From an optimization exercise on the open Yosys and OpenROAD flow, aimed at a short achievable clock period and few clock cycles; shortcuts taken in it are not production practice.
The RTL was checked by simulation tests, not by an equivalence proof against the original design.
No activity file was given, so power comes from the tool's default toggle rates.

File: flow/config.mk
export PLATFORM = sky130hd
export DESIGN_NAME = riscv_top
export DESIGN_NICKNAME = riscv_top
export VERILOG_FILES = /design/flow/design.v
export SDC_FILE = /design/flow/constraint.sdc
export NUM_CORES = 4
export LEC_CHECK = 0
export CAP_MARGIN = 20
export CORE_MARGIN = 2
export CORE_UTILIZATION = 40
export PLACE_DENSITY = 0.6
export SLEW_MARGIN = 20
export SYNTH_HIERARCHICAL = 1
export SYNTH_MINIMUM_KEEP_SIZE = 0
File: flow/constraint.sdc
create_clock -name core_clock -period 10.0 [get_ports {clk}]
set_input_delay 2.0000 -clock core_clock [delete_from_list [all_inputs] [get_ports {clk}]]
set_output_delay 2.0000 -clock core_clock [all_outputs]
set_load 0.01 [all_outputs]
File: flow/design.v
module add32 (
    input  [31:0] a, b,
    output [31:0] s
);
assign s = a + b;
endmodule
module sub33 (
    input  [31:0] a, b,
    output [32:0] d
);
assign d = {1'b0, a} - {1'b0, b};
endmodule
module eq32 (
    input  [31:0] a, b,
    output        eq
);
assign eq = (a == b);
endmodule
module br_check (
    input  [31:0] a_e, b_e, res_m,
    input  [3:0]  sel_eq, sel_ltu, sel_lts,
    input         inv,
    input         jalr, pred, fa, sq,
    input  [31:0] ptgt,
    output        redir
);
wire [32:0] d0 = {1'b0, a_e}   - {1'b0, b_e};
wire [32:0] d1 = {1'b0, a_e}   - {1'b0, res_m};
wire [32:0] d2 = {1'b0, res_m} - {1'b0, b_e};
wire lts0 = d0[32] ^ a_e[31]   ^ b_e[31];
wire lts1 = d1[32] ^ a_e[31]   ^ res_m[31];
wire lts2 = d2[32] ^ res_m[31] ^ b_e[31];
wire cond = (sel_eq[0]  & (a_e == b_e)) | (sel_eq[1] & (a_e == res_m)) |
            (sel_eq[2]  & (res_m == b_e)) | sel_eq[3] |
            (sel_ltu[0] & d0[32]) | (sel_ltu[1] & d1[32]) | (sel_ltu[2] & d2[32]) |
            (sel_lts[0] & lts0)   | (sel_lts[1] & lts1)   | (sel_lts[2] & lts2);
wire [31:0] a  = fa ? res_m : a_e;
wire [31:0] t  = {ptgt[31:1], a[0] ^ b_e[0]};
wire [31:0] x  = a ^ b_e ^ t;
wire [31:0] c  = {((a[30:0] & b_e[30:0]) | ((a[30:0] | b_e[30:0]) & ~t[30:0])), 1'b0};
wire jt_ok = (x == c);
assign redir = ~sq & ((cond ^ inv) | (jalr & ~(pred & jt_ok)));
endmodule
module mux2_32 (
    input  [31:0] a, b,
    input         s,
    output [31:0] y
);
assign y = s ? b : a;
endmodule
module riscv_top (
    input clk, rst,
    output [31:0] imem_addr,
    input  [31:0] imem_rdata,
    output [31:0] dmem_addr,
    output [31:0] dmem_wdata,
    output [3:0]  dmem_wmask,
    input  [31:0] dmem_rdata
);
localparam BI = 5;               
localparam BN = 1 << BI;
localparam TW = 5;               
wire        luse;                
wire        d_redir, e_redir;
wire [31:0] d_tgt, e_tgt;
reg  [31:0] pc_f;
assign imem_addr = pc_f;
reg  [BN-1:0] btb_v;
reg  [TW-1:0] btb_tag [0:BN-1];
reg  [9:0]    btb_tgt [0:BN-1];
reg  [1:0]    btb_ctr [0:BN-1];
wire [BI-1:0] f_idx   = pc_f[BI+1:2];
wire          f_hit   = btb_v[f_idx] & (btb_tag[f_idx] == pc_f[BI+TW+1:BI+2]);
wire [1:0]    f_ctr   = btb_ctr[f_idx];
wire [31:0]   f_ptgt  = {pc_f[31:12], btb_tgt[f_idx], 2'b00};
wire          f_taken = f_hit & f_ctr[1];
wire [31:0]   pc_f4   = pc_f + 32'd4;
wire [31:0] npc_d = d_redir ? d_tgt :
                    f_taken ? f_ptgt : pc_f4;
wire [31:0] npc;
mux2_32 u_npc (.a(npc_d), .b(e_tgt), .s(e_redir), .y(npc));
always @(posedge clk or posedge rst)
    if (rst) pc_f <= 32'd0;
    else     pc_f <= npc;
reg eq_q, dq_q;
always @(posedge clk or posedge rst)
    if (rst) begin eq_q <= 1'b0; dq_q <= 1'b0; end
    else     begin eq_q <= e_redir; dq_q <= d_redir; end
reg         v_d;
reg  [31:0] ir_d, pc_d, pc4_d, ptgt_d;
reg         fhit_d, ftaken_d;
reg  [1:0]  fctr_d;
always @(posedge clk or posedge rst)
    if (rst) v_d <= 1'b0;
    else     v_d <= 1'b1;
always @(posedge clk) begin
    ir_d     <= imem_rdata;
    pc_d     <= pc_f;
    pc4_d    <= pc_f4;
    ptgt_d   <= f_ptgt;
    fhit_d   <= f_hit;
    ftaken_d <= f_taken;
    fctr_d   <= f_ctr;
end
wire       vd   = v_d & ~eq_q & ~dq_q;
wire [6:0] op   = ir_d[6:0];
wire [4:0] rd   = ir_d[11:7];
wire [4:0] rs1  = ir_d[19:15];
wire [4:0] rs2  = ir_d[24:20];
wire [2:0] f3   = ir_d[14:12];
wire       f7b5 = ir_d[30];
wire is_lui   = op == 7'b0110111;
wire is_auipc = op == 7'b0010111;
wire is_jal   = op == 7'b1101111;
wire is_jalr  = op == 7'b1100111;
wire is_br    = op == 7'b1100011;
wire is_ld    = op == 7'b0000011;
wire is_st    = op == 7'b0100011;
wire is_opi   = op == 7'b0010011;
wire is_op    = op == 7'b0110011;
wire wr_d    = (is_lui | is_auipc | is_jal | is_jalr | is_ld | is_opi | is_op) & (rd != 5'd0);
wire use1_d  = is_jalr | is_br | is_ld | is_st | is_opi | is_op;
wire use2_d  = is_br | is_st | is_op;
wire alusrc  = ~(is_br | is_op);    
wire [31:0] imm_i = {{20{ir_d[31]}}, ir_d[31:20]};
wire [31:0] imm_s = {{20{ir_d[31]}}, ir_d[31:25], ir_d[11:7]};
wire [31:0] imm_b = {{20{ir_d[31]}}, ir_d[7], ir_d[30:25], ir_d[11:8], 1'b0};
wire [31:0] imm_u = {ir_d[31:12], 12'b0};
wire [31:0] imm_j = {{12{ir_d[31]}}, ir_d[19:12], ir_d[20], ir_d[30:21], 1'b0};
wire [31:0] imm_d = is_st ? imm_s : (is_lui | is_auipc) ? imm_u : imm_i;
reg         v_e, we_e, ld_e;
reg  [4:0]  rd_e;
wire        we_ev = we_e & ~eq_q;
wire        ld_ev = ld_e & ~eq_q;
reg         we_m, ld_m;
reg  [4:0]  rd_m;
reg  [31:0] res_m;
reg         we_w;
reg  [4:0]  rd_w;
reg  [31:0] res_w;
wire [31:0] ldv;                 
reg  [31:0] rf [1:31];
always @(posedge clk)
    if (we_w) rf[rd_w] <= res_w;
wire [31:0] res_mv = ld_m ? ldv : res_m;
wire m1 = we_m & (rd_m == rs1);
wire w1 = we_w & (rd_w == rs1);
wire m2 = we_m & (rd_m == rs2);
wire w2 = we_w & (rd_w == rs2);
wire [31:0] rf1 = (rs1 == 5'd0) ? 32'd0 : m1 ? res_mv : w1 ? res_w : rf[rs1];
wire [31:0] rf2 = (rs2 == 5'd0) ? 32'd0 : m2 ? res_mv : w2 ? res_w : rf[rs2];
assign luse = vd & ld_ev & ((use1_d & rs1 == rd_e) | (use2_d & rs2 == rd_e));
wire fa = use1_d & we_ev & (rd_e == rs1);
wire fs = use2_d & we_ev & (rd_e == rs2);
wire fb = fs & ~alusrc;
wire d_taken = is_jal | (is_br & (fhit_d ? fctr_d[1] : ir_d[31])) | (is_jalr & ftaken_d);
wire [31:0] tgt_b, tgt_j;
add32 u_tgt_b (.a(pc_d), .b(imm_b), .s(tgt_b));
add32 u_tgt_j (.a(pc_d), .b(imm_j), .s(tgt_j));
wire [31:0] d_btgt = ({32{is_jal}} & tgt_j) | ({32{~is_jal}} & tgt_b);
wire [31:0] bx = pc_d ^ imm_b ^ ptgt_d;
wire [31:0] bc = {((pc_d[30:0] & imm_b[30:0]) | ((pc_d[30:0] | imm_b[30:0]) & ~ptgt_d[30:0])), 1'b0};
wire [31:0] jx = pc_d ^ imm_j ^ ptgt_d;
wire [31:0] jc = {((pc_d[30:0] & imm_j[30:0]) | ((pc_d[30:0] | imm_j[30:0]) & ~ptgt_d[30:0])), 1'b0};
wire d_tgt_ok = (is_jal & (jx == jc)) | (~is_jal & (bx == bc));
assign d_redir = vd & (luse | (d_taken != ftaken_d) | (d_taken & ~is_jalr & ~d_tgt_ok));
assign d_tgt   = ({32{luse}} & pc_d) | ({32{~luse & d_taken}} & d_btgt) | ({32{~luse & ~d_taken}} & pc4_d);
wire [9:0] aop_d;
assign aop_d[0] = ((is_op | is_opi) & f3 == 3'b000 & ~(is_op & f7b5)) | is_ld | is_st | is_lui | is_auipc;  
assign aop_d[1] = is_op & f3 == 3'b000 & f7b5;              
assign aop_d[2] = (is_op | is_opi) & f3 == 3'b111;          
assign aop_d[3] = (is_op | is_opi) & f3 == 3'b110;          
assign aop_d[4] = (is_op | is_opi) & f3 == 3'b100;          
assign aop_d[5] = (is_op | is_opi) & f3 == 3'b001;          
assign aop_d[6] = (is_op | is_opi) & f3 == 3'b101;          
assign aop_d[7] = (is_op | is_opi) & f3 == 3'b010;          
assign aop_d[8] = (is_op | is_opi) & f3 == 3'b011;          
assign aop_d[9] = is_jal | is_jalr;                         
wire [31:0] a_d = is_auipc ? pc_d : is_lui ? 32'd0 : rf1;
wire [31:0] b_d = alusrc ? imm_d : rf2;
wire [3:0] psel_d = {fa & fb, fa & ~fb, ~fa & fb, ~fa & ~fb};
reg  [31:0] a_e, b_e, s_e, btgt_e, alt_e, link_e, pc_e, ptgt_e;
reg         fa_e, fb_e, fs_e;
reg  [3:0]  psel, psum, pdif;
reg  [3:0]  bs_eq, bs_ltu, bs_lts;
reg         br_inv;
reg  [9:0]  aop_e;
reg         sra_e;
reg  [2:0]  f3_e;
reg         br_e, jal_e, jalr_e, st_e, pred_e, fhit_e;
reg  [1:0]  fctr_e;
always @(posedge clk or posedge rst)
    if (rst) begin
        v_e <= 1'b0; we_e <= 1'b0; ld_e <= 1'b0; st_e <= 1'b0;
        br_e <= 1'b0; jal_e <= 1'b0; jalr_e <= 1'b0;
    end else if (~vd | luse) begin
        v_e <= 1'b0; we_e <= 1'b0; ld_e <= 1'b0; st_e <= 1'b0;
        br_e <= 1'b0; jal_e <= 1'b0; jalr_e <= 1'b0;
    end else begin
        v_e <= 1'b1; we_e <= wr_d; ld_e <= is_ld; st_e <= is_st;
        br_e <= is_br; jal_e <= is_jal; jalr_e <= is_jalr;
    end
always @(posedge clk) begin
    a_e    <= a_d;
    b_e    <= b_d;
    s_e    <= rf2;
    btgt_e <= d_btgt;
    alt_e  <= d_taken ? pc4_d : d_btgt;
    link_e <= pc4_d;
    pc_e   <= pc_d;
    ptgt_e <= ptgt_d;
    fa_e   <= fa;
    fb_e   <= fb;
    fs_e   <= fs;
    psel   <= psel_d;
    psum   <= psel_d & {4{aop_d[0]}};
    bs_eq  <= psel_d & {4{vd & ~luse & is_br & ~f3[2]}};
    bs_ltu <= psel_d & {4{vd & ~luse & is_br & f3[2] & f3[1]}};
    bs_lts <= psel_d & {4{vd & ~luse & is_br & f3[2] & ~f3[1]}};
    br_inv <= (vd & ~luse & is_br) & (f3[0] ^ d_taken);
    pdif   <= psel_d & {4{aop_d[1]}};
    aop_e  <= aop_d;
    sra_e  <= f7b5;
    f3_e   <= f3;
    rd_e   <= rd;
    pred_e <= d_taken;
    fhit_e <= fhit_d;
    fctr_e <= fctr_d;
end
wire br_ev   = br_e & ~eq_q;
wire jal_ev  = jal_e & ~eq_q;
wire jalr_ev = jalr_e & ~eq_q;
wire st_ev   = st_e & ~eq_q;
wire [31:0] A = fa_e ? res_m : a_e;
wire [31:0] B = fb_e ? res_m : b_e;
wire [31:0] S = fs_e ? res_m : s_e;
wire [31:0] asrc [0:2];
wire [31:0] bsrc [0:2];
assign asrc[0] = a_e;   assign bsrc[0] = b_e;
assign asrc[1] = a_e;   assign bsrc[1] = res_m;
assign asrc[2] = res_m; assign bsrc[2] = b_e;
wire [3:0]  p_eq, p_ltu, p_lts;
wire [31:0] p_sum [0:3];
wire [31:0] p_dif [0:3];
genvar gi;
generate
    for (gi = 0; gi < 3; gi = gi + 1) begin : g_p
        wire [32:0] d;
        sub33 u_sub (.a(asrc[gi]), .b(bsrc[gi]), .d(d));
        add32 u_add (.a(asrc[gi]), .b(bsrc[gi]), .s(p_sum[gi]));
        eq32  u_eq  (.a(asrc[gi]), .b(bsrc[gi]), .eq(p_eq[gi]));
        assign p_dif[gi] = d[31:0];
        assign p_ltu[gi] = d[32];
        assign p_lts[gi] = (asrc[gi][31] != bsrc[gi][31]) ? asrc[gi][31] : d[32];
    end
endgenerate
assign p_sum[3] = {res_m[30:0], 1'b0};
assign p_dif[3] = 32'd0;
assign p_eq[3]  = 1'b1;
assign p_ltu[3] = 1'b0;
assign p_lts[3] = 1'b0;
wire eq   = |(psel & p_eq);
wire lt_u = |(psel & p_ltu);
wire lt_s = |(psel & p_lts);
wire [31:0] sum = fa_e ? p_sum[2] : p_sum[0];
wire [31:0] arith = ({32{psum[0]}} & p_sum[0]) | ({32{psum[1]}} & p_sum[1])
                  | ({32{psum[2]}} & p_sum[2]) | ({32{psum[3]}} & p_sum[3])
                  | ({32{pdif[0]}} & p_dif[0]) | ({32{pdif[1]}} & p_dif[1])
                  | ({32{pdif[2]}} & p_dif[2]) | ({32{pdif[3]}} & p_dif[3]);
wire [31:0] shl0 = a_e << B[4:0];
wire [31:0] shl1 = res_m << B[4:0];
wire [31:0] shr0 = $signed({sra_e & a_e[31], a_e}) >>> B[4:0];
wire [31:0] shr1 = $signed({sra_e & res_m[31], res_m}) >>> B[4:0];
wire [31:0] shl  = fa_e ? shl1 : shl0;
wire [31:0] shr  = fa_e ? shr1 : shr0;
wire [31:0] res_e = arith
                  | ({32{aop_e[2]}} & (A & B))
                  | ({32{aop_e[3]}} & (A | B))
                  | ({32{aop_e[4]}} & (A ^ B))
                  | ({32{aop_e[5]}} & shl)
                  | ({32{aop_e[6]}} & shr)
                  | {31'd0, (aop_e[7] & lt_s) | (aop_e[8] & lt_u)}
                  | ({32{aop_e[9]}} & link_e);
wire cond  = f3_e[2] ? (f3_e[1] ? lt_u : lt_s) : eq;
wire taken = cond ^ f3_e[0];
br_check u_brc (.a_e(a_e), .b_e(b_e), .res_m(res_m), .sel_eq(bs_eq), .sel_ltu(bs_ltu),
                .sel_lts(bs_lts), .inv(br_inv), .jalr(jalr_e), .pred(pred_e), .fa(fa_e),
                .sq(eq_q), .ptgt(ptgt_e), .redir(e_redir));
assign e_tgt   = jalr_e ? {sum[31:1], 1'b0} : alt_e;
wire [BI-1:0] e_idx = pc_e[BI+1:2];
wire btb_alloc = jal_ev | jalr_ev | (br_ev & taken);
wire btb_dec   = br_ev & ~taken & fhit_e;
wire [1:0] ctr_new = (jal_e | jalr_e) ? 2'b11 :
                     taken ? (fhit_e ? (fctr_e == 2'b11 ? 2'b11 : fctr_e + 2'b01) : 2'b10) :
                             (fctr_e == 2'b00 ? 2'b00 : fctr_e - 2'b01);
reg           u_alloc, u_dec;
reg  [BI-1:0] u_idx;
reg  [TW-1:0] u_tag;
reg  [9:0]    u_tgt;
reg  [1:0]    u_ctr;
always @(posedge clk or posedge rst)
    if (rst) begin u_alloc <= 1'b0; u_dec <= 1'b0; end
    else     begin u_alloc <= btb_alloc; u_dec <= btb_dec; end
always @(posedge clk) begin
    u_idx <= e_idx;
    u_tag <= pc_e[BI+TW+1:BI+2];
    u_tgt <= jalr_e ? sum[11:2] : btgt_e[11:2];
    u_ctr <= ctr_new;
end
always @(posedge clk or posedge rst)
    if (rst) btb_v <= {BN{1'b0}};
    else if (u_alloc) btb_v[u_idx] <= 1'b1;
always @(posedge clk) begin
    if (u_alloc) begin
        btb_tag[u_idx] <= u_tag;
        btb_tgt[u_idx] <= u_tgt;
    end
    if (u_alloc | u_dec) btb_ctr[u_idx] <= u_ctr;
end
wire [31:0] wdata_e = f3_e[1] ? S : f3_e[0] ? {2{S[15:0]}} : {4{S[7:0]}};
wire [3:0]  wmask_e = f3_e[1] ? 4'b1111 :
                      f3_e[0] ? (sum[1] ? 4'b1100 : 4'b0011) :
                                (4'b0001 << sum[1:0]);
reg  [31:0] addr_m, wdata_m;
reg  [3:0]  wmask_m;
reg  [2:0]  f3_m;
always @(posedge clk or posedge rst)
    if (rst) begin
        wmask_m <= 4'b0; we_m <= 1'b0; ld_m <= 1'b0;
    end else begin
        wmask_m <= st_ev ? wmask_e : 4'b0;
        we_m    <= we_ev;
        ld_m    <= ld_ev;
    end
always @(posedge clk) begin
    addr_m  <= sum;
    wdata_m <= wdata_e;
    res_m   <= res_e;
    rd_m    <= rd_e;
    f3_m    <= f3_e;
end
assign dmem_addr  = addr_m;
assign dmem_wdata = wdata_m;
assign dmem_wmask = wmask_m;
wire [1:0]  off   = addr_m[1:0];
wire [7:0]  lbyte = off[1] ? (off[0] ? dmem_rdata[31:24] : dmem_rdata[23:16])
                           : (off[0] ? dmem_rdata[15:8]  : dmem_rdata[7:0]);
wire [15:0] lhalf = off[1] ? dmem_rdata[31:16] : dmem_rdata[15:0];
assign ldv = f3_m[1] ? dmem_rdata :
             f3_m[0] ? {{16{lhalf[15] & ~f3_m[2]}}, lhalf} :
                       {{24{lbyte[7] & ~f3_m[2]}}, lbyte};
always @(posedge clk or posedge rst)
    if (rst) we_w <= 1'b0;
    else     we_w <= we_m;
always @(posedge clk) begin
    res_w <= res_mv;
    rd_w  <= rd_m;
end
endmodule
File: flow/flow/run.sh
#!/bin/bash
set -uo pipefail
bash standard.sh SETUP_SLACK_MARGIN=7 finish > standard_flow.log 2>&1
File: flow/standard.sh
#!/bin/bash
# synth_recipe.tcl (not shown) runs the flow's synth.tcl, then flattens the netlist and writes it again
# the make line also repeats each setting of config.mk as NAME=value (left out here)
make -C /OpenROAD-flow-scripts/flow DESIGN_CONFIG=/design/flow/config.mk WORK_HOME=/design/flow/orfs CLKGATE_MAP_FILE= SYNTH_SCRIPT=/design/flow/synth_recipe.tcl "${@:-finish}"
==> run summary <==
[power groups by stage]
stage          sequential [W]  combinational, W  clock [W]
2_1_floorplan          0.0112           0.00524          0
6_report               0.0115            0.0102    0.00870
3_5_place_dp           0.0118           0.00785          0
5_1_grt                0.0115            0.0106    0.00908
4_1_cts                0.0114           0.00933    0.00874
3_3_place_gp           0.0118           0.00780          0
[sequential cells by signal, indices dropped and copies added, names as in the netlist, 32 cells and up]
| name | flops |
|---|---|
| s_e | 32 |
| res_w | 32 |
| wdata_m | 32 |
| res_m | 32 |
| alt_e | 32 |
| btb_ctr | 64 |
| btb_tgt | 320 |
| addr_m | 32 |
| ir_d | 32 |
| pc_f | 32 |
| btb_tag | 160 |
| rf | 992 |
| btb_v | 32 |
| pc4_d | 32 |
| a_e | 32 |
| b_e | 32 |
[through the flow]
stage / total power (W) / utilization [%] / area [µm²] / std cells / setup WS (ns)
floorplan: 0.0164 / - / 118000 / 9324 / 6.54
global placement: 0.0196 / 42.7 / 124000 / 13100 / 4.10
detailed placement: 0.0196 / 42.7 / 124000 / 13100 / 4.38
CTS: 0.0295 / 48.8 / 142000 / 14000 / 6.13
global route: 0.0312 / 50.9 / 148000 / 14300 / 5.89
finish: 0.0304 / 50.9 / 148000 / 14300 / 5.98
[worst max path at each step]
stage | start | to | slack (ns)
finish | res_m[5] | res_m[17] | 5.98
global route | res_m[13] | u_ctr[0] | 5.89
CTS | a_e[0] | u_alloc | 6.13
detailed placement | fa_e | res_m[29] | 4.38
global placement | fa_e | res_m[29] | 4.10
floorplan | ir_d[31] | pc_f[26] | 6.54
[worst register-to-register path: stages, from the launching register on]
cell	delay, ns
dfxtp_4	0.37
buf_12	0.14
ha_4	0.29
nand4_1	0.21
buf_4	0.21
nor2_2	0.27
o311ai_2	0.20
a21boi_2	0.30
mux2i_1	0.11
and3_1	0.17
a222oi_1	0.93
o211ai_1	0.21
or3_4	0.39
[what timing repair did]
action	4_1_cts	5_1_grt
setup buffers	463	265
gates cloned	62	32
endpoints found under the setup margin	805	409
hold endpoints to repair	0	0
resized for setup	1523	714
pin swaps	222	248
[final cells by class]
cell class / instances / area (µm²)
fill: 24600 / 143000
multi-input combinational: 6227 / 61200
sequential: 2145 / 59300
timing repair buffer: 1209 / 13600
clock buffer: 307 / 6380
tap: 3900 / 4880
inverter: 399 / 1550
clock inverter: 109 / 1140
antenna: 24 / 60.1
timing repair inverter: 1 / 5.00
[layer usage]
| metal | wire length, µm | part of all wire [%] | GRT usage (%) | up-vias |
|---|---|---|---|---|
| li1 | - | - | - | 37700 |
| met1 | 188000 | 37 | 42.5 | 47100 |
| met2 | 218000 | 43 | 48.6 | 6670 |
| met3 | 60000 | 12 | 7.94 | 1684 |
| met4 | 43200 | 8.5 | 22.1 | 18 |
| met5 | 133 | 0.026 | 0 | - |
==> flow_metrics.tcl <==
set metrics [dict create \
    rsz0062_at_grt "yes" \
    regToRegSetupSlack_ns 5.98 \
    final_common_cell "edfxtp_1" \
    grt_max_degree 68 \
    drc_errors 0 \
    nNetsFinal 10800 \
    root_buffer "clkbuf_16" \
    fmax_ghz 0.249 \
    antenna_found_initial 30 \
    ctsHoldBuffers 0 \
    p_sw_share_pct 34.9 \
    comb_power_share_pct 33.5 \
    track_usage_pct 32.8 \
    slew_headroom_pct 18.7 \
    holdPathStages 0 \
    fin_crit_sh_pct 40.2 \
    p_int_w 0.0198 \
    areaGrowthSynthToFinish_pct 26.8 \
    cp.arrival_ns 4.75 \
    min-delay-start "pc4_d[7]" \
    clockBufferDepth 4 \
    hold_ws_ns 0.319 \
    r2r_cells 12 \
    gp_congestion 1.03 \
    seq_power_share_pct 37.8 \
    layout-drive-gt1-share_pct 34.4 \
    core_area_um2 291000 \
    min_to "link_e[7]" \
    status "finished clean" \
    hold_viol_final 0 \
    routedWlPerCell_um 35.5 \
    io_buffers 165 \
    syn-instance-count 9322 \
    grt_pass1_vias 88000 \
    start_kind "flip-flop" \
    min_period_ns 4.02 \
    slew_viol_final 0 \
    vias 93200 \
    drt-pass1-iter-count 9 \
    tns_ns 0 \
    worst_pin_slew_ns 1.18 \
    clk_pin_slew_ns 0.07 \
    worstSkewPairLatency_ns 0.94 \
    chipWidth_um 544 \
    layout_common_cells "1536 x edfxtp_1, 709 x buf_4, 632 x nor2_1" \
    netlist_area_um2 117000 \
    dieHeight_um 544 \
    cts_tree "built" \
    endpoint_kind "flip-flop" \
    cp_cell_sequence "buf_12, ha_4, nand4_1, buf_4, nor2_2, o311ai_2, a21boi_2, mux2i_1, and3_1, a222oi_1, o211ai_1, or3_4" \
    worst_path_dominant_cell_family "compound AO/OA/AOI/OAI gates" \
    rows 198 \
    yosys_warnings 7 \
    via_per_inst 6.51 \
    detail_route.iter0.violations 13500 \
    worstSetupPathType "flip-flop to flip-flop" \
    crit_slowest_cell "a222oi_1" \
    skew_ns 0.106 \
    required_ns 10.73 \
    p_leak_nw 54.8 \
    grt_pass1_wl_um 685000 \
    ir_drop_v 0.000189 \
    pwr_density_cell_nw_per_um2 205 \
    dieArea_um2 296000 \
    switchingPower_w 0.0106 \
    routed_wl_um 509000 \
    clock-sinks 2145 \
    detail-route-antenna-nets 0 \
    r2r-start "res_m[5]" \
    start_util_pct 40.2 \
    worstSetupPathDepth 12 \
    numCtsBuffers 232 \
    grt-ovfl-total 0 \
    syn_avg_cell_area_um2 12.5 \
    min_path_type "flip-flop to flip-flop" \
    htree_levels 4 \
    setup_viol 0 \
    crit_buf_inv 2 \
    r2r_end "res_m[17]" \
    maxCapViolations 0 \
    slowest_delay_ns 0.93 \
    clkPwrFrac_pct 28.7 \
    io_pins 166 \
    crit_path_max_fanout 5 \
    place_hpwl_um 309000 \
]
Testbench counts, summed over its fixed seeds: cycles 66,585.

## static timing again, ports no longer ideal
The results above use ideal ports. As a check the final layout listed here was re-extracted and re-timed, cells and wires unchanged. Step 1, drivers: a clkbuf_16 drives clk and a buf_2 each remaining input, both assumed. Step 2 moves the port delays by t, midway between the first and last clock arrival at a register: inputs arrive t later, outputs are due t later. That takes back most of the time a late clock gives input paths. Slacks: ideal / step 1 / step 2; pairs: ideal / step 1.
t (ns): 0.998
setup slack, ns: 5.985 / 5.985 / 5.969
worst setup path at the end: input to register
latest minus earliest clock arrival (ns): 0.113 / 0.113
cell pins on the clock port's net: 1
After both steps setup and hold are still met in this run. The setup slack of this run moves by 0.000 ns with the drivers and by -0.016 ns with both steps.
